From an optimization exercise on the open Yosys and OpenROAD flow, aimed at small area and a short achievable clock period; shortcuts taken in it are not production practice.
Function not checked in this run: the RTL went through the layout flow alone.
Power and IR drop assume default switching activity.

[config.mk]
export PLATFORM = sky130hd
export DESIGN_NAME = FIR_filter
export DESIGN_NICKNAME = FIR_filter
export VERILOG_FILES = /design/flow/design.v
export SDC_FILE = /design/flow/constraint.sdc
export NUM_CORES = 4
export LEC_CHECK = 0
export CAP_MARGIN = 20
export CORE_MARGIN = 2
export CORE_UTILIZATION = 75
export CTS_BUF_LIST = sky130_fd_sc_hd__clkbuf_8
export CTS_CLUSTER_DIAMETER = 100
export CTS_CLUSTER_SIZE = 40
export PLACE_DENSITY = 0.8
export SLEW_MARGIN = 20
export SYNTH_HIERARCHICAL = 1
export SYNTH_MINIMUM_KEEP_SIZE = 0
[constraint.sdc]
create_clock -name core_clock -period 12.0 [get_ports {clk}]
set_input_delay 2.4000 -clock core_clock [delete_from_list [all_inputs] [get_ports {clk}]]
set_output_delay 2.4000 -clock core_clock [all_outputs]
set_load 0.01 [all_outputs]
[standard.sh]
#!/bin/bash
# synth_recipe.tcl (not shown) runs the flow's synth.tcl, then flattens the netlist and writes it again
# the make line also repeats each setting of config.mk as NAME=value (left out here)
make -C /OpenROAD-flow-scripts/flow DESIGN_CONFIG=/design/flow/config.mk WORK_HOME=/design/flow/orfs CLKGATE_MAP_FILE= SYNTH_SCRIPT=/design/flow/synth_recipe.tcl "${@:-finish}"
[flow/run.sh]
#!/bin/bash
# The standard layout (the standard.sh, unchanged synthesis and steps), with the
# port buffers that the flow inserts on every input and output made from buf_1 cells,
# and repair_timing asked for more setup slack than the 12 ns clock needs.
# make's output goes to layout.log; each tool's own log is under orfs/logs/.
set -euo pipefail
bash standard.sh 'BUFFER_PORTS_ARGS=-buffer_cell sky130_fd_sc_hd__buf_1' SETUP_SLACK_MARGIN=7.6 TNS_END_PERCENT=5 finish > layout.log 2>&1
[design.v]
`timescale 1ns / 1ps
module FIR_filter #(
    parameter  N1   = 8,
    parameter  N2 = 16 ,
    parameter integer N3  = 32
)(
    input  wire                      clk,
    input  wire                      rst,
    input  wire                      enable,
    input  wire signed [N2-1:0]    input_data,
    output  signed [N3-1:0]   sampleT,
   output   signed [N3-1:0] output_data
);
  reg [15:0] s0;
  reg [16:0] u0, u1, u2, u3, u4, u5;
  reg [5:0] ylo;
  reg yc;
  reg [18:0] yhp, yhg;
  wire vs1, vc2;
  fir_fa u_vs1 (.a(u1[0]), .b(u3[0]), .c(~s0[0]), .s(vs1), .co(vc2));
  wire vs3, vc4;
  fir_fa u_vs3 (.a(u1[1]), .b(u3[1]), .c(~s0[1]), .s(vs3), .co(vc4));
  wire vs5, vc6;
  fir_fa u_vs5 (.a(~u5[1]), .b(vc2), .c(vs3), .s(vs5), .co(vc6));
  wire vs7, vc8;
  fir_fa u_vs7 (.a(u1[2]), .b(u3[2]), .c(~s0[2]), .s(vs7), .co(vc8));
  wire vs9, vc10;
  fir_fa u_vs9 (.a(~u5[2]), .b(vc4), .c(vs7), .s(vs9), .co(vc10));
  wire vs11, vc12;
  fir_fa u_vs11 (.a(u1[3]), .b(u3[3]), .c(~s0[3]), .s(vs11), .co(vc12));
  wire vs13, vc14;
  fir_fa u_vs13 (.a(~u5[3]), .b(vc8), .c(vs11), .s(vs13), .co(vc14));
  wire vs15, vc16;
  fir_fa u_vs15 (.a(u1[4]), .b(u3[4]), .c(~s0[4]), .s(vs15), .co(vc16));
  wire vs17, vc18;
  fir_fa u_vs17 (.a(~u5[4]), .b(vc12), .c(vs15), .s(vs17), .co(vc18));
  wire vs19, vc20;
  fir_fa u_vs19 (.a(u1[5]), .b(u3[5]), .c(~s0[5]), .s(vs19), .co(vc20));
  wire vs21, vc22;
  fir_fa u_vs21 (.a(~u5[5]), .b(vc16), .c(vs19), .s(vs21), .co(vc22));
  wire vs23, vc24;
  fir_fa u_vs23 (.a(u1[6]), .b(u3[6]), .c(~s0[6]), .s(vs23), .co(vc24));
  wire vs25, vc26;
  fir_fa u_vs25 (.a(~u5[6]), .b(vc20), .c(vs23), .s(vs25), .co(vc26));
  wire vs27, vc28;
  fir_fa u_vs27 (.a(u1[7]), .b(u3[7]), .c(~s0[7]), .s(vs27), .co(vc28));
  wire vs29, vc30;
  fir_fa u_vs29 (.a(~u5[7]), .b(vc24), .c(vs27), .s(vs29), .co(vc30));
  wire vs31, vc32;
  fir_fa u_vs31 (.a(u1[8]), .b(u3[8]), .c(~s0[8]), .s(vs31), .co(vc32));
  wire vs33, vc34;
  fir_fa u_vs33 (.a(~u5[8]), .b(vc28), .c(vs31), .s(vs33), .co(vc34));
  wire vs35, vc36;
  fir_fa u_vs35 (.a(u1[9]), .b(u3[9]), .c(~s0[9]), .s(vs35), .co(vc36));
  wire vs37, vc38;
  fir_fa u_vs37 (.a(~u5[9]), .b(vc32), .c(vs35), .s(vs37), .co(vc38));
  wire vs39, vc40;
  fir_fa u_vs39 (.a(u1[10]), .b(u3[10]), .c(~s0[10]), .s(vs39), .co(vc40));
  wire vs41, vc42;
  fir_fa u_vs41 (.a(~u5[10]), .b(vc36), .c(vs39), .s(vs41), .co(vc42));
  wire vs43, vc44;
  fir_fa u_vs43 (.a(u1[11]), .b(u3[11]), .c(~s0[11]), .s(vs43), .co(vc44));
  wire vs45, vc46;
  fir_fa u_vs45 (.a(~u5[11]), .b(vc40), .c(vs43), .s(vs45), .co(vc46));
  wire vs47, vc48;
  fir_fa u_vs47 (.a(u1[12]), .b(u3[12]), .c(~s0[12]), .s(vs47), .co(vc48));
  wire vs49, vc50;
  fir_fa u_vs49 (.a(~u5[12]), .b(vc44), .c(vs47), .s(vs49), .co(vc50));
  wire vs51, vc52;
  fir_fa u_vs51 (.a(u1[13]), .b(u3[13]), .c(~s0[13]), .s(vs51), .co(vc52));
  wire vs53, vc54;
  fir_fa u_vs53 (.a(~u5[13]), .b(vc48), .c(vs51), .s(vs53), .co(vc54));
  wire vs55, vc56;
  fir_fa u_vs55 (.a(u1[14]), .b(u3[14]), .c(~s0[14]), .s(vs55), .co(vc56));
  wire vs57, vc58;
  fir_fa u_vs57 (.a(~u5[14]), .b(vc52), .c(vs55), .s(vs57), .co(vc58));
  wire vs59, vc60;
  fir_fa u_vs59 (.a(u1[15]), .b(u3[15]), .c(s0[15]), .s(vs59), .co(vc60));
  wire vs61, vc62;
  fir_fa u_vs61 (.a(~u5[15]), .b(vc56), .c(vs59), .s(vs61), .co(vc62));
  wire vs63, vc64;
  fir_fa u_vs63 (.a(~u1[16]), .b(~u3[16]), .c(u5[16]), .s(vs63), .co(vc64));
  wire vs65, vc66;
  fir_ha u_vs65 (.a(vc60), .b(vs63), .s(vs65), .co(vc66));
  wire qs67 = ~(~u5[0] ^ vs1);
  wire qc68 = ~u5[0] | vs1;
  wire qs69 = ~(qc68 ^ vs5);
  wire qc70 = qc68 | vs5;
  wire qs71 = ~(~u5[0] ^ vs1);
  wire qc72 = ~u5[0] | vs1;
  wire qs73, qc74;
  fir_fa u_qs73 (.a(vc6), .b(vs9), .c(qs71), .s(qs73), .co(qc74));
  wire qs75, qc76;
  fir_fa u_qs75 (.a(qc70), .b(qs73), .c(~input_data[0]), .s(qs75), .co(qc76));
  wire qs77 = ~(vc10 ^ qc72);
  wire qc78 = vc10 | qc72;
  wire qs79, qc80;
  fir_fa u_qs79 (.a(vs5), .b(vs13), .c(qc74), .s(qs79), .co(qc80));
  wire qs81, qc82;
  fir_fa u_qs81 (.a(qs77), .b(~input_data[1]), .c(~input_data[3]), .s(qs81), .co(qc82));
  wire qs83, qc84;
  fir_fa u_qs83 (.a(qs79), .b(qc76), .c(qs81), .s(qs83), .co(qc84));
  wire qs85, qc86;
  fir_fa u_qs85 (.a(u0[0]), .b(u1[0]), .c(u3[0]), .s(qs85), .co(qc86));
  wire qs87, qc88;
  fir_fa u_qs87 (.a(u4[0]), .b(qs85), .c(vc6), .s(qs87), .co(qc88));
  wire qs89, qc90;
  fir_fa u_qs89 (.a(vc14), .b(vs9), .c(vs17), .s(qs89), .co(qc90));
  wire qs91, qc92;
  fir_fa u_qs91 (.a(qc78), .b(qs87), .c(qs89), .s(qs91), .co(qc92));
  wire qs93, qc94;
  fir_fa u_qs93 (.a(~input_data[2]), .b(~input_data[4]), .c(qc80), .s(qs93), .co(qc94));
  wire qs95, qc96;
  fir_fa u_qs95 (.a(qs91), .b(qc82), .c(qs93), .s(qs95), .co(qc96));
  wire qs97, qc98;
  fir_fa u_qs97 (.a(u0[1]), .b(u1[1]), .c(u3[1]), .s(qs97), .co(qc98));
  wire qs99, qc100;
  fir_fa u_qs99 (.a(u4[1]), .b(qc86), .c(qs97), .s(qs99), .co(qc100));
  wire qs101, qc102;
  fir_fa u_qs101 (.a(vc10), .b(vc18), .c(vs13), .s(qs101), .co(qc102));
  wire qs103, qc104;
  fir_fa u_qs103 (.a(vs21), .b(qs99), .c(qc88), .s(qs103), .co(qc104));
  wire qs105, qc106;
  fir_fa u_qs105 (.a(qc90), .b(qs101), .c(~input_data[3]), .s(qs105), .co(qc106));
  wire qs107, qc108;
  fir_fa u_qs107 (.a(~input_data[5]), .b(qs103), .c(qc92), .s(qs107), .co(qc108));
  wire qs109, qc110;
  fir_fa u_qs109 (.a(qc94), .b(qs105), .c(qs107), .s(qs109), .co(qc110));
  wire qs111, qc112;
  fir_fa u_qs111 (.a(u0[2]), .b(u1[2]), .c(u3[2]), .s(qs111), .co(qc112));
  wire qs113, qc114;
  fir_fa u_qs113 (.a(u4[2]), .b(u2[0]), .c(qc98), .s(qs113), .co(qc114));
  wire qs115, qc116;
  fir_fa u_qs115 (.a(qs111), .b(vc14), .c(vc22), .s(qs115), .co(qc116));
  wire qs117, qc118;
  fir_fa u_qs117 (.a(qc100), .b(qs113), .c(vs17), .s(qs117), .co(qc118));
  wire qs119, qc120;
  fir_fa u_qs119 (.a(vs25), .b(qc102), .c(qs115), .s(qs119), .co(qc120));
  wire qs121, qc122;
  fir_fa u_qs121 (.a(qs117), .b(qc104), .c(~input_data[4]), .s(qs121), .co(qc122));
  wire qs123, qc124;
  fir_fa u_qs123 (.a(~input_data[6]), .b(qs119), .c(qc106), .s(qs123), .co(qc124));
  wire qs125, qc126;
  fir_fa u_qs125 (.a(qs121), .b(qc108), .c(qs123), .s(qs125), .co(qc126));
  wire qs127, qc128;
  fir_fa u_qs127 (.a(u0[3]), .b(u1[3]), .c(u3[3]), .s(qs127), .co(qc128));
  wire qs129, qc130;
  fir_fa u_qs129 (.a(u4[3]), .b(u2[1]), .c(qc112), .s(qs129), .co(qc130));
  wire qs131, qc132;
  fir_fa u_qs131 (.a(qs127), .b(qc114), .c(vc18), .s(qs131), .co(qc132));
  wire qs133, qc134;
  fir_fa u_qs133 (.a(vc26), .b(qs129), .c(vs21), .s(qs133), .co(qc134));
  wire qs135, qc136;
  fir_fa u_qs135 (.a(vs29), .b(qc116), .c(qc118), .s(qs135), .co(qc136));
  wire qs137, qc138;
  fir_fa u_qs137 (.a(qs131), .b(qs133), .c(~input_data[5]), .s(qs137), .co(qc138));
  wire qs139, qc140;
  fir_fa u_qs139 (.a(~input_data[7]), .b(qc120), .c(qs135), .s(qs139), .co(qc140));
  wire qs141, qc142;
  fir_fa u_qs141 (.a(qc122), .b(qs137), .c(qs139), .s(qs141), .co(qc142));
  wire qs143, qc144;
  fir_fa u_qs143 (.a(qc124), .b(qs141), .c(qc126), .s(qs143), .co(qc144));
  wire qs145, qc146;
  fir_fa u_qs145 (.a(u0[4]), .b(u1[4]), .c(u3[4]), .s(qs145), .co(qc146));
  wire qs147, qc148;
  fir_fa u_qs147 (.a(u4[4]), .b(u2[2]), .c(qc128), .s(qs147), .co(qc148));
  wire qs149, qc150;
  fir_fa u_qs149 (.a(qs145), .b(qc130), .c(vc22), .s(qs149), .co(qc150));
  wire qs151, qc152;
  fir_fa u_qs151 (.a(vc30), .b(qs147), .c(vs25), .s(qs151), .co(qc152));
  wire qs153, qc154;
  fir_fa u_qs153 (.a(vs33), .b(qc132), .c(qc134), .s(qs153), .co(qc154));
  wire qs155, qc156;
  fir_fa u_qs155 (.a(qs149), .b(qs151), .c(~input_data[6]), .s(qs155), .co(qc156));
  wire qs157, qc158;
  fir_fa u_qs157 (.a(~input_data[8]), .b(qc136), .c(qs153), .s(qs157), .co(qc158));
  wire qs159, qc160;
  fir_fa u_qs159 (.a(qc138), .b(qs155), .c(qc140), .s(qs159), .co(qc160));
  wire qs161, qc162;
  fir_fa u_qs161 (.a(qs157), .b(qc142), .c(qs159), .s(qs161), .co(qc162));
  wire qs163, qc164;
  fir_fa u_qs163 (.a(u0[5]), .b(u1[5]), .c(u3[5]), .s(qs163), .co(qc164));
  wire qs165, qc166;
  fir_fa u_qs165 (.a(u4[5]), .b(u2[3]), .c(qc146), .s(qs165), .co(qc166));
  wire qs167, qc168;
  fir_fa u_qs167 (.a(qs163), .b(qc148), .c(vc26), .s(qs167), .co(qc168));
  wire qs169, qc170;
  fir_fa u_qs169 (.a(vc34), .b(qs165), .c(vs29), .s(qs169), .co(qc170));
  wire qs171, qc172;
  fir_fa u_qs171 (.a(vs37), .b(qc150), .c(qc152), .s(qs171), .co(qc172));
  wire qs173, qc174;
  fir_fa u_qs173 (.a(qs167), .b(qs169), .c(~input_data[7]), .s(qs173), .co(qc174));
  wire qs175, qc176;
  fir_fa u_qs175 (.a(~input_data[9]), .b(qc154), .c(qs171), .s(qs175), .co(qc176));
  wire qs177, qc178;
  fir_fa u_qs177 (.a(qc156), .b(qs173), .c(qc158), .s(qs177), .co(qc178));
  wire qs179, qc180;
  fir_fa u_qs179 (.a(qs175), .b(qc160), .c(qs177), .s(qs179), .co(qc180));
  wire qs181, qc182;
  fir_fa u_qs181 (.a(u0[6]), .b(u1[6]), .c(u3[6]), .s(qs181), .co(qc182));
  wire qs183, qc184;
  fir_fa u_qs183 (.a(u4[6]), .b(u2[4]), .c(qc164), .s(qs183), .co(qc184));
  wire qs185, qc186;
  fir_fa u_qs185 (.a(qs181), .b(qc166), .c(vc30), .s(qs185), .co(qc186));
  wire qs187, qc188;
  fir_fa u_qs187 (.a(vc38), .b(qs183), .c(vs33), .s(qs187), .co(qc188));
  wire qs189, qc190;
  fir_fa u_qs189 (.a(vs41), .b(qc168), .c(qc170), .s(qs189), .co(qc190));
  wire qs191, qc192;
  fir_fa u_qs191 (.a(qs185), .b(qs187), .c(~input_data[8]), .s(qs191), .co(qc192));
  wire qs193, qc194;
  fir_fa u_qs193 (.a(~input_data[10]), .b(qc172), .c(qs189), .s(qs193), .co(qc194));
  wire qs195, qc196;
  fir_fa u_qs195 (.a(qc174), .b(qs191), .c(qc176), .s(qs195), .co(qc196));
  wire qs197, qc198;
  fir_fa u_qs197 (.a(qs193), .b(qc178), .c(qs195), .s(qs197), .co(qc198));
  wire qs199, qc200;
  fir_fa u_qs199 (.a(u0[7]), .b(u1[7]), .c(u3[7]), .s(qs199), .co(qc200));
  wire qs201, qc202;
  fir_fa u_qs201 (.a(u4[7]), .b(u2[5]), .c(qc182), .s(qs201), .co(qc202));
  wire qs203, qc204;
  fir_fa u_qs203 (.a(qs199), .b(qc184), .c(vc34), .s(qs203), .co(qc204));
  wire qs205, qc206;
  fir_fa u_qs205 (.a(vc42), .b(qs201), .c(vs37), .s(qs205), .co(qc206));
  wire qs207, qc208;
  fir_fa u_qs207 (.a(vs45), .b(qc186), .c(qc188), .s(qs207), .co(qc208));
  wire qs209, qc210;
  fir_fa u_qs209 (.a(qs203), .b(qs205), .c(~input_data[9]), .s(qs209), .co(qc210));
  wire qs211, qc212;
  fir_fa u_qs211 (.a(~input_data[11]), .b(qc190), .c(qs207), .s(qs211), .co(qc212));
  wire qs213, qc214;
  fir_fa u_qs213 (.a(qc192), .b(qs209), .c(qc194), .s(qs213), .co(qc214));
  wire qs215, qc216;
  fir_fa u_qs215 (.a(qs211), .b(qc196), .c(qs213), .s(qs215), .co(qc216));
  wire qs217, qc218;
  fir_fa u_qs217 (.a(u0[8]), .b(u1[8]), .c(u3[8]), .s(qs217), .co(qc218));
  wire qs219, qc220;
  fir_fa u_qs219 (.a(u4[8]), .b(u2[6]), .c(qc200), .s(qs219), .co(qc220));
  wire qs221, qc222;
  fir_fa u_qs221 (.a(qs217), .b(qc202), .c(vc38), .s(qs221), .co(qc222));
  wire qs223, qc224;
  fir_fa u_qs223 (.a(vc46), .b(qs219), .c(vs41), .s(qs223), .co(qc224));
  wire qs225, qc226;
  fir_fa u_qs225 (.a(vs49), .b(qc204), .c(qc206), .s(qs225), .co(qc226));
  wire qs227, qc228;
  fir_fa u_qs227 (.a(qs221), .b(qs223), .c(~input_data[10]), .s(qs227), .co(qc228));
  wire qs229, qc230;
  fir_fa u_qs229 (.a(~input_data[12]), .b(qc208), .c(qs225), .s(qs229), .co(qc230));
  wire qs231, qc232;
  fir_fa u_qs231 (.a(qc210), .b(qs227), .c(qc212), .s(qs231), .co(qc232));
  wire qs233, qc234;
  fir_fa u_qs233 (.a(qs229), .b(qc214), .c(qs231), .s(qs233), .co(qc234));
  wire qs235, qc236;
  fir_fa u_qs235 (.a(u0[9]), .b(u1[9]), .c(u3[9]), .s(qs235), .co(qc236));
  wire qs237, qc238;
  fir_fa u_qs237 (.a(u4[9]), .b(u2[7]), .c(qc218), .s(qs237), .co(qc238));
  wire qs239, qc240;
  fir_fa u_qs239 (.a(qs235), .b(qc220), .c(vc42), .s(qs239), .co(qc240));
  wire qs241, qc242;
  fir_fa u_qs241 (.a(vc50), .b(qs237), .c(vs45), .s(qs241), .co(qc242));
  wire qs243, qc244;
  fir_fa u_qs243 (.a(vs53), .b(qc222), .c(qc224), .s(qs243), .co(qc244));
  wire qs245, qc246;
  fir_fa u_qs245 (.a(qs239), .b(qs241), .c(~input_data[11]), .s(qs245), .co(qc246));
  wire qs247, qc248;
  fir_fa u_qs247 (.a(~input_data[13]), .b(qc226), .c(qs243), .s(qs247), .co(qc248));
  wire qs249, qc250;
  fir_fa u_qs249 (.a(qc228), .b(qs245), .c(qc230), .s(qs249), .co(qc250));
  wire qs251, qc252;
  fir_fa u_qs251 (.a(qs247), .b(qc232), .c(qs249), .s(qs251), .co(qc252));
  wire qs253, qc254;
  fir_fa u_qs253 (.a(u0[10]), .b(u1[10]), .c(u3[10]), .s(qs253), .co(qc254));
  wire qs255, qc256;
  fir_fa u_qs255 (.a(u4[10]), .b(u2[8]), .c(qc236), .s(qs255), .co(qc256));
  wire qs257, qc258;
  fir_fa u_qs257 (.a(qs253), .b(qc238), .c(vc46), .s(qs257), .co(qc258));
  wire qs259, qc260;
  fir_fa u_qs259 (.a(vc54), .b(qs255), .c(vs49), .s(qs259), .co(qc260));
  wire qs261, qc262;
  fir_fa u_qs261 (.a(vs57), .b(qc240), .c(qc242), .s(qs261), .co(qc262));
  wire qs263, qc264;
  fir_fa u_qs263 (.a(qs257), .b(qs259), .c(~input_data[12]), .s(qs263), .co(qc264));
  wire qs265, qc266;
  fir_fa u_qs265 (.a(~input_data[14]), .b(qc244), .c(qs261), .s(qs265), .co(qc266));
  wire qs267, qc268;
  fir_fa u_qs267 (.a(qc246), .b(qs263), .c(qc248), .s(qs267), .co(qc268));
  wire qs269, qc270;
  fir_fa u_qs269 (.a(qs265), .b(qc250), .c(qs267), .s(qs269), .co(qc270));
  wire qs271, qc272;
  fir_fa u_qs271 (.a(u0[11]), .b(u1[11]), .c(u3[11]), .s(qs271), .co(qc272));
  wire qs273, qc274;
  fir_fa u_qs273 (.a(u4[11]), .b(u2[9]), .c(qc254), .s(qs273), .co(qc274));
  wire qs275, qc276;
  fir_fa u_qs275 (.a(qs271), .b(qc256), .c(vc50), .s(qs275), .co(qc276));
  wire qs277, qc278;
  fir_fa u_qs277 (.a(vc58), .b(qs273), .c(vs53), .s(qs277), .co(qc278));
  wire qs279, qc280;
  fir_fa u_qs279 (.a(vs61), .b(qc258), .c(qc260), .s(qs279), .co(qc280));
  wire qs281, qc282;
  fir_fa u_qs281 (.a(qs275), .b(qs277), .c(~input_data[13]), .s(qs281), .co(qc282));
  wire qs283, qc284;
  fir_fa u_qs283 (.a(input_data[15]), .b(qc262), .c(qs279), .s(qs283), .co(qc284));
  wire qs285, qc286;
  fir_fa u_qs285 (.a(qc264), .b(qs281), .c(qc266), .s(qs285), .co(qc286));
  wire qs287, qc288;
  fir_fa u_qs287 (.a(qs283), .b(qc268), .c(qs285), .s(qs287), .co(qc288));
  wire qs289, qc290;
  fir_fa u_qs289 (.a(u0[12]), .b(u1[12]), .c(u3[12]), .s(qs289), .co(qc290));
  wire qs291, qc292;
  fir_fa u_qs291 (.a(u4[12]), .b(u2[10]), .c(qc272), .s(qs291), .co(qc292));
  wire qs293, qc294;
  fir_fa u_qs293 (.a(qs289), .b(vs65), .c(qc274), .s(qs293), .co(qc294));
  wire qs295, qc296;
  fir_fa u_qs295 (.a(vc54), .b(vc62), .c(qs291), .s(qs295), .co(qc296));
  wire qs297, qc298;
  fir_fa u_qs297 (.a(vs57), .b(qc276), .c(qs293), .s(qs297), .co(qc298));
  wire qs299, qc300;
  fir_fa u_qs299 (.a(qc278), .b(qs295), .c(~input_data[14]), .s(qs299), .co(qc300));
  wire qs301, qc302;
  fir_fa u_qs301 (.a(qc280), .b(qs297), .c(qc282), .s(qs301), .co(qc302));
  wire qs303, qc304;
  fir_fa u_qs303 (.a(qs299), .b(qc284), .c(qs301), .s(qs303), .co(qc304));
  wire qs305, qc306;
  fir_fa u_qs305 (.a(qc286), .b(qs303), .c(qc288), .s(qs305), .co(qc306));
  wire qs307, qc308;
  fir_fa u_qs307 (.a(u0[13]), .b(u1[13]), .c(u3[13]), .s(qs307), .co(qc308));
  wire qs309, qc310;
  fir_fa u_qs309 (.a(u4[13]), .b(u2[11]), .c(vc64), .s(qs309), .co(qc310));
  wire qs311, qc312;
  fir_fa u_qs311 (.a(qc290), .b(qs307), .c(vc66), .s(qs311), .co(qc312));
  wire qs313, qc314;
  fir_fa u_qs313 (.a(qc292), .b(vc58), .c(qs309), .s(qs313), .co(qc314));
  wire qs315, qc316;
  fir_fa u_qs315 (.a(vs61), .b(qc294), .c(qs311), .s(qs315), .co(qc316));
  wire qs317, qc318;
  fir_fa u_qs317 (.a(qc296), .b(qs313), .c(qc298), .s(qs317), .co(qc318));
  wire qs319, qc320;
  fir_fa u_qs319 (.a(qs315), .b(input_data[15]), .c(qc300), .s(qs319), .co(qc320));
  wire qs321, qc322;
  fir_fa u_qs321 (.a(qs317), .b(qc302), .c(qs319), .s(qs321), .co(qc322));
  wire qs323, qc324;
  fir_ha u_qs323 (.a(qc304), .b(qs321), .s(qs323), .co(qc324));
  wire qs325, qc326;
  fir_fa u_qs325 (.a(u0[14]), .b(u1[14]), .c(u3[14]), .s(qs325), .co(qc326));
  wire qs327 = ~(u4[14] ^ u2[12]);
  wire qc328 = u4[14] | u2[12];
  wire qs329, qc330;
  fir_fa u_qs329 (.a(qc308), .b(qs325), .c(qs327), .s(qs329), .co(qc330));
  wire qs331, qc332;
  fir_fa u_qs331 (.a(vs65), .b(qc310), .c(vc62), .s(qs331), .co(qc332));
  wire qs333, qc334;
  fir_fa u_qs333 (.a(qs329), .b(qc312), .c(qc314), .s(qs333), .co(qc334));
  wire qs335, qc336;
  fir_fa u_qs335 (.a(qs331), .b(qc316), .c(qs333), .s(qs335), .co(qc336));
  wire qs337, qc338;
  fir_fa u_qs337 (.a(qc318), .b(qs335), .c(qc320), .s(qs337), .co(qc338));
  wire qs339, qc340;
  fir_ha u_qs339 (.a(qc322), .b(qs337), .s(qs339), .co(qc340));
  wire qs341, qc342;
  fir_fa u_qs341 (.a(u0[15]), .b(u1[15]), .c(u3[15]), .s(qs341), .co(qc342));
  wire qs343 = ~(u4[15] ^ u2[13]);
  wire qc344 = u4[15] | u2[13];
  wire qs345, qc346;
  fir_fa u_qs345 (.a(vc64), .b(qc326), .c(qc328), .s(qs345), .co(qc346));
  wire qs347, qc348;
  fir_fa u_qs347 (.a(qs341), .b(qs343), .c(vc66), .s(qs347), .co(qc348));
  wire qs349, qc350;
  fir_fa u_qs349 (.a(qc330), .b(qs345), .c(qs347), .s(qs349), .co(qc350));
  wire qs351, qc352;
  fir_fa u_qs351 (.a(qc332), .b(qc334), .c(qs349), .s(qs351), .co(qc352));
  wire qs353, qc354;
  fir_fa u_qs353 (.a(qc336), .b(qs351), .c(qc338), .s(qs353), .co(qc354));
  wire qs355, qc356;
  fir_fa u_qs355 (.a(~u0[16]), .b(~u1[16]), .c(~u3[16]), .s(qs355), .co(qc356));
  wire qs357, qc358;
  fir_fa u_qs357 (.a(~u4[16]), .b(u2[14]), .c(qc342), .s(qs357), .co(qc358));
  wire qs359, qc360;
  fir_fa u_qs359 (.a(qc344), .b(qs355), .c(qc346), .s(qs359), .co(qc360));
  wire qs361, qc362;
  fir_fa u_qs361 (.a(qs357), .b(qc348), .c(qs359), .s(qs361), .co(qc362));
  wire qs363, qc364;
  fir_fa u_qs363 (.a(qc350), .b(qs361), .c(qc352), .s(qs363), .co(qc364));
  wire qs365 = ~(u2[15] ^ qc356);
  wire qc366 = u2[15] | qc356;
  wire qs367, qc368;
  fir_fa u_qs367 (.a(qc358), .b(qs365), .c(qc360), .s(qs367), .co(qc368));
  wire qs369, qc370;
  fir_ha u_qs369 (.a(qc362), .b(qs367), .s(qs369), .co(qc370));
  wire qs371 = ~(~u2[16] ^ qc366);
  wire qc372 = ~u2[16] | qc366;
  wire qs373, qc374;
  fir_ha u_qs373 (.a(qs371), .b(qc368), .s(qs373), .co(qc374));
  wire [6:0] qa = {1'b0, qc96, qc84, qs83, ~input_data[2], qs69, qs67};
  wire [6:0] qb = {1'b0, qs109, qs95, 1'b0, qs75, ~input_data[1], ~input_data[0]};
  wire [6:0] ylo_next_p = qa ^ qb;
  wire [6:0] ylo_next_g = qa & qb;
  wire [5:0] ylo_next_c;
  fir_pfx_ylo_next u_pfx_ylo_next (.p(ylo_next_p[5:0]), .g(ylo_next_g[5:0]), .c(ylo_next_c));
  wire [6:0] ylo_next = ylo_next_p ^ {ylo_next_c, 1'b0};
  wire [18:0] yha_next = {1'b1, qc372, qs373, qs369, qs363, qc340, qs339, qs323, qs305, qc270, qc252, qc234, qc216, qc198, qc180, qc162, qs161, qs143, qc110};
  wire [18:0] yhb_next = {1'b0, qc374, qc370, qc364, qc354, qs353, qc324, qc306, 1'b0, qs287, qs269, qs251, qs233, qs215, qs197, qs179, qc144, 1'b0, qs125};
  wire [18:0] yhp_next = yha_next ^ yhb_next;
  wire [18:0] yhg_next = yha_next & yhb_next;
  wire [16:0] ui_a = {input_data[15], input_data};
  wire [16:0] ui_b = {s0[15], s0};
  wire [16:0] u_in_p = ui_a ^ ui_b;
  wire [16:0] u_in_g = ui_a & ui_b;
  wire [15:0] u_in_c;
  fir_pfx_u_in u_pfx_u_in (.p(u_in_p[15:0]), .g(u_in_g[15:0]), .c(u_in_c));
  wire [16:0] u_in = u_in_p ^ {u_in_c, 1'b0};
  wire [19:0] yo_p = {yhp, 1'b0};
  wire [19:0] yo_g = {yhg, yc};
  wire [18:0] yo_c;
  fir_pfx_yo u_pfx_yo (.p(yo_p[18:0]), .g(yo_g[18:0]), .c(yo_c));
  wire [19:0] yo = yo_p ^ {yo_c, 1'b0};
  wire yo_sgn0;
  fir_xor u_yo_sgn0 (.a(yo_p[19]), .b(yo_c[18]), .y(yo_sgn0));
  wire yo_sgn1;
  fir_xor u_yo_sgn1 (.a(yo_p[19]), .b(yo_c[18]), .y(yo_sgn1));
  wire yo_sgn2;
  fir_xor u_yo_sgn2 (.a(yo_p[19]), .b(yo_c[18]), .y(yo_sgn2));
  wire yo_sgn3;
  fir_xor u_yo_sgn3 (.a(yo_p[19]), .b(yo_c[18]), .y(yo_sgn3));
  wire [24:0] y = {yo[19:1], ylo};
  wire [7:0] ysign = {{2{yo_sgn3}}, {2{yo_sgn2}}, {2{yo_sgn1}}, {2{yo_sgn0}}};
  wire ld0, hold0;
  fir_ctl u_ctl0 (.rst(rst), .enable(enable), .ld(ld0), .hold(hold0));
  wire ld1, hold1;
  fir_ctl u_ctl1 (.rst(rst), .enable(enable), .ld(ld1), .hold(hold1));
  always @(posedge clk) begin
    ylo <= ({6{ld0}} & ylo_next[5:0]) | ({6{hold0}} & ylo);
    yc <= ({1{ld1}} & ylo_next[6]) | ({1{hold1}} & yc);
    yhp <= ({19{ld0}} & yhp_next) | ({19{hold0}} & yhp);
    yhg <= (({19{ld1}} & yhg_next) | ({19{hold1}} & yhg)) & 19'b0111111101111111101;
    s0 <= ({16{ld0}} & input_data) | ({16{hold0}} & s0);
    u0 <= ({17{ld1}} & u_in) | ({17{hold1}} & u0);
    u1 <= ({17{ld0}} & u0) | ({17{hold0}} & u1);
    u2 <= ({17{ld1}} & u1) | ({17{hold1}} & u2);
    u3 <= ({17{ld0}} & u2) | ({17{hold0}} & u3);
    u4 <= ({17{ld1}} & u3) | ({17{hold1}} & u4);
    u5 <= ({17{ld0}} & u4) | ({17{hold0}} & u5);
  end
  assign output_data = {ysign, y[23:0]};
  assign sampleT = {{16{s0[15]}}, s0};
endmodule
module fir_fa (input wire a, input wire b, input wire c, output wire s, output wire co);
  assign s = a ^ b ^ c;
  assign co = (a & b) | (a & c) | (b & c);
endmodule
module fir_ha (input wire a, input wire b, output wire s, output wire co);
  assign s = a ^ b;
  assign co = a & b;
endmodule
module fir_ctl (input wire rst, input wire enable, output wire ld, output wire hold);
  assign ld = enable & ~rst;
  assign hold = ~enable & ~rst;
endmodule
module fir_xor (input wire a, input wire b, output wire y);
  assign y = a ^ b;
endmodule
module fir_pfx_ylo_next (input wire [5:0] p, input wire [5:0] g, output wire [5:0] c);
  wire G1 = g[1] | (p[1] & g[0]);
  wire P2 = p[1] & p[0];
  wire G3 = g[3] | (p[3] & g[2]);
  wire P4 = p[3] & p[2];
  wire G5 = g[5] | (p[5] & g[4]);
  wire P6 = p[5] & p[4];
  wire G7 = g[2] | (p[2] & G1);
  wire P8 = p[2] & P2;
  wire G9 = G3 | (P4 & G1);
  wire P10 = P4 & P2;
  wire G11 = g[4] | (p[4] & G9);
  wire P12 = p[4] & P10;
  wire G13 = G5 | (P6 & G9);
  wire P14 = P6 & P10;
  assign c = {G13, G11, G9, G7, G1, g[0]};
endmodule
module fir_pfx_yo (input wire [18:0] p, input wire [18:0] g, output wire [18:0] c);
  wire G1 = g[1] | (p[1] & g[0]);
  wire P2 = (p[1] & p[0]);
  wire G3 = g[2] | (p[2] & g[1]);
  wire P4 = (p[2] & p[1]);
  wire G5 = g[3] | (p[3] & g[2]);
  wire P6 = (p[3] & p[2]);
  wire G7 = g[4] | (p[4] & g[3]);
  wire P8 = (p[4] & p[3]);
  wire G9 = g[5] | (p[5] & g[4]);
  wire P10 = (p[5] & p[4]);
  wire G11 = g[6] | (p[6] & g[5]);
  wire P12 = (p[6] & p[5]);
  wire G13 = g[7] | (p[7] & g[6]);
  wire P14 = (p[7] & p[6]);
  wire G15 = g[8] | (p[8] & g[7]);
  wire P16 = (p[8] & p[7]);
  wire G17 = g[9] | (p[9] & g[8]);
  wire P18 = (p[9] & p[8]);
  wire G19 = g[10] | (p[10] & g[9]);
  wire P20 = (p[10] & p[9]);
  wire G21 = g[11] | (p[11] & g[10]);
  wire P22 = (p[11] & p[10]);
  wire G23 = g[12] | (p[12] & g[11]);
  wire P24 = (p[12] & p[11]);
  wire G25 = g[13] | (p[13] & g[12]);
  wire P26 = (p[13] & p[12]);
  wire G27 = g[14] | (p[14] & g[13]);
  wire P28 = (p[14] & p[13]);
  wire G29 = g[15] | (p[15] & g[14]);
  wire P30 = (p[15] & p[14]);
  wire G31 = g[16] | (p[16] & g[15]);
  wire P32 = (p[16] & p[15]);
  wire G33 = g[17] | (p[17] & g[16]);
  wire P34 = (p[17] & p[16]);
  wire G35 = g[18] | (p[18] & g[17]);
  wire P36 = (p[18] & p[17]);
  wire G37 = G3 | (P4 & g[0]);
  wire P38 = (P4 & p[0]);
  wire G39 = G5 | (P6 & G1);
  wire P40 = (P6 & P2);
  wire G41 = G7 | (P8 & G3);
  wire P42 = (P8 & P4);
  wire G43 = G9 | (P10 & G5);
  wire P44 = (P10 & P6);
  wire G45 = G11 | (P12 & G7);
  wire P46 = (P12 & P8);
  wire G47 = G13 | (P14 & G9);
  wire P48 = (P14 & P10);
  wire G49 = G15 | (P16 & G11);
  wire P50 = (P16 & P12);
  wire G51 = G17 | (P18 & G13);
  wire P52 = (P18 & P14);
  wire G53 = G19 | (P20 & G15);
  wire P54 = (P20 & P16);
  wire G55 = G21 | (P22 & G17);
  wire P56 = (P22 & P18);
  wire G57 = G23 | (P24 & G19);
  wire P58 = (P24 & P20);
  wire G59 = G25 | (P26 & G21);
  wire P60 = (P26 & P22);
  wire G61 = G27 | (P28 & G23);
  wire P62 = (P28 & P24);
  wire G63 = G29 | (P30 & G25);
  wire P64 = (P30 & P26);
  wire G65 = G31 | (P32 & G27);
  wire P66 = (P32 & P28);
  wire G67 = G33 | (P34 & G29);
  wire P68 = (P34 & P30);
  wire G69 = G35 | (P36 & G31);
  wire P70 = (P36 & P32);
  wire G71 = G41 | (P42 & g[0]);
  wire P72 = (P42 & p[0]);
  wire G73 = G43 | (P44 & G1);
  wire P74 = (P44 & P2);
  wire G75 = G45 | (P46 & G37);
  wire P76 = (P46 & P38);
  wire G77 = G47 | (P48 & G39);
  wire P78 = (P48 & P40);
  wire G79 = G49 | (P50 & G41);
  wire P80 = (P50 & P42);
  wire G81 = G51 | (P52 & G43);
  wire P82 = (P52 & P44);
  wire G83 = G53 | (P54 & G45);
  wire P84 = (P54 & P46);
  wire G85 = G55 | (P56 & G47);
  wire P86 = (P56 & P48);
  wire G87 = G57 | (P58 & G49);
  wire P88 = (P58 & P50);
  wire G89 = G59 | (P60 & G51);
  wire P90 = (P60 & P52);
  wire G91 = G61 | (P62 & G53);
  wire P92 = (P62 & P54);
  wire G93 = G63 | (P64 & G55);
  wire P94 = (P64 & P56);
  wire G95 = G65 | (P66 & G57);
  wire P96 = (P66 & P58);
  wire G97 = G67 | (P68 & G59);
  wire P98 = (P68 & P60);
  wire G99 = G69 | (P70 & G61);
  wire P100 = (P70 & P62);
  wire G101 = G79 | (P80 & g[0]);
  wire P102 = (P80 & p[0]);
  wire G103 = G81 | (P82 & G1);
  wire P104 = (P82 & P2);
  wire G105 = G83 | (P84 & G37);
  wire P106 = (P84 & P38);
  wire G107 = G85 | (P86 & G39);
  wire P108 = (P86 & P40);
  wire G109 = G87 | (P88 & G71);
  wire P110 = (P88 & P72);
  wire G111 = G89 | (P90 & G73);
  wire P112 = (P90 & P74);
  wire G113 = G91 | (P92 & G75);
  wire P114 = (P92 & P76);
  wire G115 = G93 | (P94 & G77);
  wire P116 = (P94 & P78);
  wire G117 = G95 | (P96 & G79);
  wire P118 = (P96 & P80);
  wire G119 = G97 | (P98 & G81);
  wire P120 = (P98 & P82);
  wire G121 = G99 | (P100 & G83);
  wire P122 = (P100 & P84);
  wire G123 = G117 | (P118 & g[0]);
  wire P124 = (P118 & p[0]);
  wire G125 = G119 | (P120 & G1);
  wire P126 = (P120 & P2);
  wire G127 = G121 | (P122 & G37);
  wire P128 = (P122 & P38);
  assign c = {G127, G125, G123, G115, G113, G111, G109, G107, G105, G103, G101, G77, G75, G73, G71, G39, G37, G1, g[0]};
endmodule
module fir_pfx_u_in (input wire [15:0] p, input wire [15:0] g, output wire [15:0] c);
  wire G1 = g[1] | (p[1] & g[0]);
  wire P2 = p[1] & p[0];
  wire G3 = g[3] | (p[3] & g[2]);
  wire P4 = p[3] & p[2];
  wire G5 = g[5] | (p[5] & g[4]);
  wire P6 = p[5] & p[4];
  wire G7 = g[7] | (p[7] & g[6]);
  wire P8 = p[7] & p[6];
  wire G9 = g[9] | (p[9] & g[8]);
  wire P10 = p[9] & p[8];
  wire G11 = g[11] | (p[11] & g[10]);
  wire P12 = p[11] & p[10];
  wire G13 = g[13] | (p[13] & g[12]);
  wire P14 = p[13] & p[12];
  wire G15 = g[15] | (p[15] & g[14]);
  wire P16 = p[15] & p[14];
  wire G17 = G3 | (P4 & G1);
  wire P18 = P4 & P2;
  wire G19 = G7 | (P8 & G5);
  wire P20 = P8 & P6;
  wire G21 = G11 | (P12 & G9);
  wire P22 = P12 & P10;
  wire G23 = G15 | (P16 & G13);
  wire P24 = P16 & P14;
  wire G25 = G19 | (P20 & G17);
  wire P26 = P20 & P18;
  wire G27 = G23 | (P24 & G21);
  wire P28 = P24 & P22;
  wire G29 = G27 | (P28 & G25);
  wire P30 = P28 & P26;
  wire G31 = G21 | (P22 & G25);
  wire P32 = P22 & P26;
  wire G33 = G5 | (P6 & G17);
  wire P34 = P6 & P18;
  wire G35 = G9 | (P10 & G25);
  wire P36 = P10 & P26;
  wire G37 = G13 | (P14 & G31);
  wire P38 = P14 & P32;
  wire G39 = g[2] | (p[2] & G1);
  wire P40 = p[2] & P2;
  wire G41 = g[4] | (p[4] & G17);
  wire P42 = p[4] & P18;
  wire G43 = g[6] | (p[6] & G33);
  wire P44 = p[6] & P34;
  wire G45 = g[8] | (p[8] & G25);
  wire P46 = p[8] & P26;
  wire G47 = g[10] | (p[10] & G35);
  wire P48 = p[10] & P36;
  wire G49 = g[12] | (p[12] & G31);
  wire P50 = p[12] & P32;
  wire G51 = g[14] | (p[14] & G37);
  wire P52 = p[14] & P38;
  assign c = {G29, G51, G37, G49, G31, G47, G35, G45, G25, G43, G33, G41, G17, G39, G1, g[0]};
endmodule
==> metrics.cfg <==
[route]
drtIter0Drc = 500
viasPerCell = 6.20
wl_met3_um = 1660
detail-route-antenna-nets = 0
wl_met1_um = 9980
drc = 0
vias = 6715
routed.top_layer = met4
wirelength_um = 22500
avgRoutedWirePerCell_um = 20.7
dr.pass1.iters = 5
met2_length_um = 10500

[sta]
fmax_mhz = 214
slew_violations = 0
fin_crit_sh = 0.390
worst_pin_slew_ps = 1100
rsz0062_at_grt = yes
fin_skew_ps = 15.4
max_slew_margin = 0.269
finalSetupViolations = 0
min_period_ps = 4670
finalSetupTns_ps = 0
finalHoldViolations = 0

[run_status]
status = finished clean

[power_and_ir_drop]
powerDensity_mw_per_mm2 = 192
ir_drop_mv = 0.135
p_leak_nw = 5.15

[yosys]
synth.distinct_cells = 47
synth_flop_cell = dfxtp_1
synth_compound_area_frac = 0.176
synth_edf_count = 0
netlist_area_sq_mm = 0.0108
yosysTopAreaCell = fa_1
synthCells = 868
synth_commonest_cells = 174 x fa_1, 160 x a22o_1, 160 x dfxtp_1, 73 x inv_1, 65 x buf_4
ys_warn_count = 7
synth_top_family_by_area = adder cells
synth.avg_cell_area_sq_um = 12.4
synthXorXnorAreaFrac = 0.0349
synth-seq-cells = 160
netlist_top_cells_area = fa_1 32%, dfxtp_1 30%, a22o_1 13%
seq_area_frac_synth = 0.297
muxShareOfSynthArea = 0
ys_async_sr_fraction = 0
yosys.area_share.simple = 0.0210
synth_top_area_share = 0.323
synth_adder_area_share = 0.380
synth_most_common_cell = fa_1

[global_route]
overflow = 0
grt_first_pass_wirelength_um = 35300
grt.total_usage = 0.311
grt_max_degree = 93
grt_pass1_vias = 6783
antenna_found_initial = 0

[placement]
gp_congestion = 0.883
numPortBuffers = 82
dpl_cell_area_sq_mm = 0.0107
hpwl_um = 16200
dp_cells = 1038

[die]
io_pins = 83
floorplan.initialDensity = 0.771
core_area_sq_mm = 0.0140
rows = 43
die-area_sq_mm = 0.0154
fp.dieH_um = 124
fp.dieW_um = 124

[setup_path]
setup.worst_path.end_class = primary output
crit_arrival_ps = 2270
worstPathMaxFanout = 6
worstPathRequired_ps = 9600
startpoint_type = flip-flop
critPathKind = reg2out

[clock_network]
root_buffer = clkbuf_8
cts_buffers = 17
cts_tree = done
htreeDepth = 4
clkSlewWorstSetupHoldPaths_ps = 90
cts_sinks = 160
clock_latency_ps = 460
ctsLongestPathBuffers = 2

[final_layout]
fin_nets = 1132
fill_cells = 831
finalNonFillerCells = 1083
seqCellArea_sq_mm = 0.00324
final_area_sq_mm = 0.0114
area_growth_pct = 5.65
multiInputGateArea_sq_mm = 0.00673
drive_gt1_frac = 0.126
antenna_cells = 0

[run]
maxCapViolCount = 0

[min_path]
hold_path.class = reg2reg

## cell usage in the layout, fill, tap and decap left out, drive strengths merged, types with 4 or more instances in the layout
cell type	netlist	layout
fa	174	174
a22o	160	160
dfxtp	160	160
buf	98	98
inv	74	78
ha	49	49
xor2	43	43
a21o	27	27
clkbuf	3	18
nor2	10	10
a21oi	10	10
o21ai	9	9
nand2	7	7
conb	1	6
clkinv	0	6
and3	4	4
bufinv	0	4
## per-stage QoR
step | setup WS [ps] | total power (W) | utilization | hold WS [ps]
3_5_place_dp | 6860 | 0.00171 | 0.766 | 454
2_1_floorplan | 7370 | 0.00148 | - | 439
4_1_cts | 7380 | 0.00218 | 0.808 | 481
5_1_grt | 7230 | 0.00236 | 0.814 | 497
3_3_place_gp | 6920 | 0.00164 | 0.766 | 453
6_report | 7330 | 0.00219 | 0.814 | 477
## sequential cells by signal, summed over array words and instances, names as in the netlist
name	flops
s0	16
u0	17
u1	17
u2	17
u3	17
u4	17
u5	17
yc	1
yhg	16
yhp	19
ylo	6
## per-module statistics from Yosys, one instance, submodules excluded
| module | times used | cell area, sq um |
|---|---|---|
| FIR_filter | 1 | 6160 |
| fir_pfx_yo | 1 | 522 |
| fir_pfx_u_in | 1 | 357 |
| fir_pfx_ylo_next | 1 | 133 |
| fir_fa | 174 | 20.0 |
| fir_ctl | 2 | 17.5 |
| fir_ha | 5 | 12.5 |
| fir_xor | 4 | 8.76 |
## critical path: stages (launching register included)
cell	delay [ps]
dfxtp_4	370
a21o_1	210
a21oi_2	130
o21ai_2	90
a2111oi_4	440
a21oi_4	110
buf_12	150
xor2_2	170
buf_2	160
## cells by family (layout without fill, tap and decap cells)
kind of cell | count (synthesis) | after routing
xor gates and xnor gates | 43 | 43
and+or+nand+nor | 40 | 40
DFF | 160 | 160
AOI/OAI and AO/OA | 226 | 226
adders and majority gates | 223 | 223
other | 1 | 6
buffers and inverters | 175 | 205
## area by class of cell
type	count	area share
Clock inverter	15	0.0182
Inverter	74	0.0255
Timing Repair Buffer	99	0.0405
Tap cell	180	0.0198
Multi-Input combinational cell	538	0.591
Clock buffer	17	0.0205
Sequential cell	160	0.285
## metal layers
metal	up-vias	GRT usage
met3	35	0.0733
li1	2979	-
met4	0	0.0843
met2	253	0.469
met1	3448	0.461
met5	-	0
## path summary, 6_finish.rpt
| kind | from | end | depth (start not counted) | slack [ps] |
|---|---|---|---|---|
| min | u5[9] | u5[9] | 1 | 480 |
| min reg2reg | u5[9] | u5[9] | 1 | 480 |
| max | yhp[9] | output_data[29] | 8 | 7330 |
| max reg2reg | s0[15] | yhp[13] | 9 | 7450 |
## where the power goes
part	internal (W)	switching, W	total, W
Clock	0.000230	0.000210	0.000439
Combinational	0.000539	0.000567	0.00111
Sequential	0.000588	0.0000548	0.000643
Total	0.00136	0.000832	0.00219
## what timing repair did
action	CTS	global route
endpoints found under the hold margin	0	0
pin swaps	8	3
hold buffers	0	0
gates resized for setup	41	13
setup buffers	8	5
endpoints found under the setup margin	27	38

-- re-timing with driven ports --
The results above use ideal ports. As a check the final layout listed here was re-extracted and re-timed, cells and wires unchanged. Step 1, drivers: a clkbuf_16 drives clk and a buf_2 each remaining input, both assumed. Step 2, shift: input delay + t, output delay - t, t = (earliest + latest rising clock arrival at the registers) / 2. This alone moves slack from input paths to output paths. Three values: ideal ports, drivers, drivers and shift; two values: the first two.
t, ns: 0.498
setup slack, ns: 7.326 / 7.285 / 6.979
latest minus earliest clock arrival (ns): 0.017 / 0.016
pins driven straight from the clock port: 1
After both steps setup and hold are still met in this run. For this run, drivers alone change the setup slack by -0.041 ns; drivers and shift together by -0.347 ns.
